This is an optimization exercise on Yosys and OpenROAD, whose aim is small area, a short achievable clock period and few clock cycles per item, not a production implementation. Where RTL was checked, it was by simulation tests only, not by an equivalence proof against the original. No activity file was given, so power comes from the tool's default toggle rates.

## the reference run
Design BSW, start of the top module:
module BSW (
    clk, rst, start,
    i_Q, i_R,
    o_Q_al,
    o_R_al,
    detail_info,
    done
);
clock: 24.0 ns
lec_check: 0
abc_area: 1
cap_margin: 20
core_margin: 2
core_utilization: 40
cts_cluster_diameter: 80
cts_cluster_size: 25
slew_margin: 20
standard.sh (not shown) runs the stock make flow with config.mk's settings and CLKGATE_MAP_FILE= SYNTH_SCRIPT=/design/flow/synth_recipe.tcl, a recipe that flattens the netlist after the stock synthesis.
==> flow/flow/run.sh <==
#!/bin/bash
# Standard layout, with the port buffers made of buf_4 cells instead of the
# cell buffer_ports picks by default, and timing repair aiming at 18.2 ns of
# setup slack (the clock period stays the design's). Make's full output goes
# to flow.log; each tool's own logs stay under orfs/logs.
set -euo pipefail
export BUFFER_PORTS_ARGS="-buffer_cell sky130_fd_sc_hd__buf_4"
export SETUP_SLACK_MARGIN=18.2
bash standard.sh > flow.log 2>&1
[inputs] the trial run vs the reference run
--- a/flow/design.v
+++ b/flow/design.v
@@ -388,26 +388,26 @@
             if (k / 12 == 1 || k / 12 == 3) f_k[0] = f_k[0] | stop_hit[k];
             if (k / 12 >= 2)                f_k[1] = f_k[1] | stop_hit[k];
             if ((k % 12) >= 6)              f_par  = f_par  | stop_hit[k];
             if ((k % 6) & 1)                f_p[0] = f_p[0] | stop_hit[k];
             if ((k % 6) & 2)                f_p[1] = f_p[1] | stop_hit[k];
             if ((k % 6) & 4)                f_p[2] = f_p[2] | stop_hit[k];
         end
     end
-    reg [59:0] cst;                    
+    reg [63:0] cst;
     reg [3:0]  cin_x;
     always @(*) begin
         cin_x = 4'd0;
         for (q = 0; q < 6; q = q + 1) begin
             if (cin_e[q]) cin_x = cin_x | (q + 1);
             if (cin_o[q]) cin_x = cin_x | (q + 7);
         end
     end
-    assign cst_r = (blk == 4'd15) ? 4'd0 : cst[4*blk +: 4];
+    assign cst_r = cst[4*blk +: 4];
     wire merge  = ps_act && (blk < bE) && ({1'b0, blk} < vtop) && (blk >= s_b)
                   && (cin_x == cst_r);
     wire ps_end = ps_act && (merge || found);      
     wire free   = !ps_act || ps_end;
     wire bnew   = upd || w63;                      
     wire ps_go  = ps_ok && !strm && (fin || (bchg && !ps_act));
     wire [3:0] go_b = fin ? 4'd15 : best_w[5:2];
     wire abort  = ps_go && ps_act && !ps_end;
@@ -439,17 +439,17 @@
     always @(posedge clk) begin
         if (ps_go) begin
             pe_w   <= fin ? best_wn   : best_w;
             pe_par <= fin ? best_parn : best_par;
             pe_p   <= fin ? best_pn   : best_p;
         end
         cin_e <= cE;
         cin_o <= cO;
-        for (k = 0; k < 15; k = k + 1)
+        for (k = 0; k < 16; k = k + 1)
             if (ps_act && blk < bE && blk == k) cst[4*k +: 4] <= cin_x;
     end
     reg [5:0] base_n;
     always @(*) begin
         if (ps_go)
             base_n = fin ? 6'd1 : cyc[5:0] - 6'd6 - {best_w[5:2], 2'b00};
         else if (st0)
             base_n = cyc[5:0] - 6'd10 - {s_b, 2'b00};
## What came out
Final routed wirelength across all metal layers delta for the trial run relative to the reference run: 2.4% lower. Met1 track utilization from global routing, the trial run and the reference run: larger value in the trial run. The fraction of area in registers reported for the trial run is smaller than that of the reference run by 0.21 points. Changes observed in the trial run relative to the reference run: total power decreased by about 2% relative to the old numbers, worst relative slew slack decreased by 0.16 points relative to the old numbers, combinational cell fraction of total power decreased by 0.8 points relative to the old numbers. In the flow results for the trial run and the reference run, the placed cell count is smaller on the reference run. Lower synthesis-to-finish area growth was reported by the trial run, not the reference run. Of the trial run and the reference run, the reference run shows the lower number of flops mapped to enable cells by yosys, with the trial run above it. [compare] base=the reference run new=the trial run: post-layout worst setup margin shows an increase of 0.15 ns; sequential cell area closely matched the old numbers.
Testbench counts of the trial run, summed over its fixed seeds: cycles 44,498, items 320.
For the reference run, only the layout was checked, not whether the RTL still works.

Setup of red:
Another version of the RTL of BSW (not shown whole).
For scale: about 9700 cells after synthesis, roughly 2300 flip-flops, ~25 I/O pins, ~83000 um^2 of cells after synthesis.
==> flow/config.mk <==
export PLATFORM = sky130hd
export DESIGN_NAME = BSW
export DESIGN_NICKNAME = BSW
export VERILOG_FILES = /design/flow/design.v
export SDC_FILE = /design/flow/constraint.sdc
export NUM_CORES = 8
export LEC_CHECK = 0
export ABC_AREA = 1
export CAP_MARGIN = 20
export CORE_MARGIN = 2
export CORE_UTILIZATION = 40
export CTS_CLUSTER_DIAMETER = 80
export CTS_CLUSTER_SIZE = 25
export SLEW_MARGIN = 20
==> flow/constraint.sdc <==
create_clock -name core_clock -period 24.0 [get_ports {clk}]
set_input_delay 4.8000 -clock core_clock [delete_from_list [all_inputs] [get_ports {clk}]]
set_output_delay 4.8000 -clock core_clock [all_outputs]
set_load 0.01 [all_outputs]
==> flow/flow/run.sh <==
#!/bin/bash
# Standard layout, with the port buffers made of buf_4 cells instead of the
# cell buffer_ports picks by default. Make's full output goes to flow.log;
# each tool's own logs stay under orfs/logs.
set -euo pipefail
export BUFFER_PORTS_ARGS="-buffer_cell sky130_fd_sc_hd__buf_4"
bash standard.sh > flow.log 2>&1
Testbench counts of red, summed over its fixed seeds: cycles 44,818, items 320.
diff inputs: red => blue
--- a/flow/design.v
+++ b/flow/design.v
@@ -287,14 +287,15 @@
                 best_h <= g1; best_par <= s1_i[7];  best_p <= s1_i[6:4];
             end else begin
                 best_h <= g2; best_par <= s1_i[11]; best_p <= s1_i[10:8];
             end
         end
     end
     reg        ps_act;                  
+    reg        ps_first;                
     reg        rc;                      
     reg        shift_r;                 
     reg        strm;                    
     reg        bchg;                    
     reg [3:0]  blk;                     
     reg [5:0]  cin_e, cin_o;            
     reg [5:0]  base;
@@ -330,17 +331,17 @@
     reg  [5:0]  oE, oO;
     reg  [5:0]  cE, cO;
     reg  [15:0] blk_path;                
     reg  [47:0] stop_hit;                
     reg  [23:0] w;
     integer kk, q;
     wire [3:0] cst_r;
-    wire       inj = (ps_act || rc) && blk == bE;
+    wire       inj = (ps_act && ps_first) || (rc && blk == bE);
     always @(*) begin
-        if (inj || (ps_act && blk > bE)) begin
+        if (inj) begin
             cE = 6'd0; cO = 6'd0;
         end else if (rc) begin
             for (q = 0; q < 6; q = q + 1) begin
                 cE[q] = (cst_r == q + 1);
                 cO[q] = (cst_r == q + 7);
             end
         end else begin
@@ -389,33 +390,38 @@
             if (k / 12 >= 2)                f_k[1] = f_k[1] | stop_hit[k];
             if ((k % 12) >= 6)              f_par  = f_par  | stop_hit[k];
             if ((k % 6) & 1)                f_p[0] = f_p[0] | stop_hit[k];
             if ((k % 6) & 2)                f_p[1] = f_p[1] | stop_hit[k];
             if ((k % 6) & 4)                f_p[2] = f_p[2] | stop_hit[k];
         end
     end
+    always @(posedge clk) begin
+        cin_e <= cE;
+        cin_o <= cO;
+    end
     reg [63:0] cst;
     reg [3:0]  cin_x;
     always @(*) begin
         cin_x = 4'd0;
         for (q = 0; q < 6; q = q + 1) begin
             if (cin_e[q]) cin_x = cin_x | (q + 1);
             if (cin_o[q]) cin_x = cin_x | (q + 7);
         end
     end
     assign cst_r = cst[4*blk +: 4];
-    wire merge  = ps_act && (blk < bE) && ({1'b0, blk} < vtop) && (blk >= s_b)
+    wire merge  = ps_act && !ps_first && ({1'b0, blk} < vtop) && (blk >= s_b)
                   && (cin_x == cst_r);
     wire ps_end = ps_act && (merge || found);      
     wire free   = !ps_act || ps_end;
     wire bnew   = upd || w63;                      
-    wire ps_go  = ps_ok && !strm && (fin || (bchg && !ps_act));
-    wire [3:0] go_b = fin ? 4'd15 : best_w[5:2];
+    wire want   = bchg || (fin && bnew);
+    wire ps_go  = ps_ok && !strm && want && (!ps_act || fin);
+    wire [3:0] go_b = (fin && bnew) ? 4'd15 : best_w[5:2];
     wire abort  = ps_go && ps_act && !ps_end;
-    wire st_go  = late && !fin && !strm && free;
+    wire st_go  = late && !strm && free && !want;
     always @(posedge clk or posedge rst) begin
         if (rst) begin
             ps_act <= 1'b0;
             strm   <= 1'b0;
             bchg   <= 1'b1;
             vtop   <= 5'd0;
         end else if (!run) begin
@@ -431,28 +437,29 @@
             if (ps_end)
                 vtop <= {1'b0, bE};
             else if (abort)
                 vtop <= (vtop < {1'b0, blk}) ? vtop : {1'b0, blk};
         end
     end
     always @(posedge clk) begin
+        ps_first <= ps_go;
         if (ps_go) begin
             pe_w   <= fin ? best_wn   : best_w;
             pe_par <= fin ? best_parn : best_par;
             pe_p   <= fin ? best_pn   : best_p;
         end
         cin_e <= cE;
         cin_o <= cO;
         for (k = 0; k < 16; k = k + 1)
-            if (ps_act && blk < bE && blk == k) cst[4*k +: 4] <= cin_x;
+            if (ps_act && !ps_first && blk == k) cst[4*k +: 4] <= cin_x;
     end
     reg [5:0] base_n;
     always @(*) begin
         if (ps_go)
-            base_n = fin ? 6'd1 : cyc[5:0] - 6'd6 - {best_w[5:2], 2'b00};
+            base_n = (fin && bnew) ? 6'd1 : cyc[5:0] - 6'd6 - {best_w[5:2], 2'b00};
         else if (ps_act)
             base_n = base + 6'd5;
         else if (st0)
             base_n = cyc[5:0] - 6'd10 - {s_b, 2'b00};
         else
             base_n = shift_r ? base - 6'd3 : base + 6'd1;
     end
[summary]
Diff red -> blue: final hold slack flat, multi-input gate share of the layout cell area flat, power share of the clock group down 0.2 points. Delta (blue minus red): final cell count without fillers went down 0.65%, initial core utilization held, basic-gate share of the synthesized area counting and, or, nand and nor cells held, fraction of final layout cells sized beyond drive strength 1 went down 1.0 points. Compared with red, in blue number of antenna violations at the first check in global routing decreased 11; adder and majority cell fraction of the synthesized area essentially unchanged.
For blue, only the layout was checked, not whether the RTL still works.

-- what the ideal ports hide --
The results above use ideal ports. As a check the final layouts listed here were re-extracted and re-timed, cells and wires unchanged. Step 1: set_driving_cell puts a clkbuf_16 on clk and a buf_2 on each other input, an assumption about the parent block. Step 2 adds t to the input delays and takes it off the output delays; t is the mean of the earliest and latest rising clock arrival at the registers after step 1. Input paths then give back, and output paths get back, about the clock's delay inside the block. a / b / c = no drivers / after step 1 / after step 2; a / b = the first two.
run	t, ns	slack for setup (ns)	worst setup path at the end	latest minus earliest clock arrival (ns)	worst register clock-pin slew, ns
the reference run	0.920	17.735 / 17.642 / 18.363	input to register	0.050 / 0.050	0.10 / 0.10
the trial run	0.909	17.882 / 17.793 / 18.273	input to register	0.071 / 0.071	0.10 / 0.10
red	0.900	17.698 / 17.698 / 17.698	register to register	0.128 / 0.128	0.10 / 0.10
blue	0.904	17.196 / 17.196 / 17.196	register to register	0.100 / 0.100	0.11 / 0.11
After both steps setup and hold are still met in every run listed.
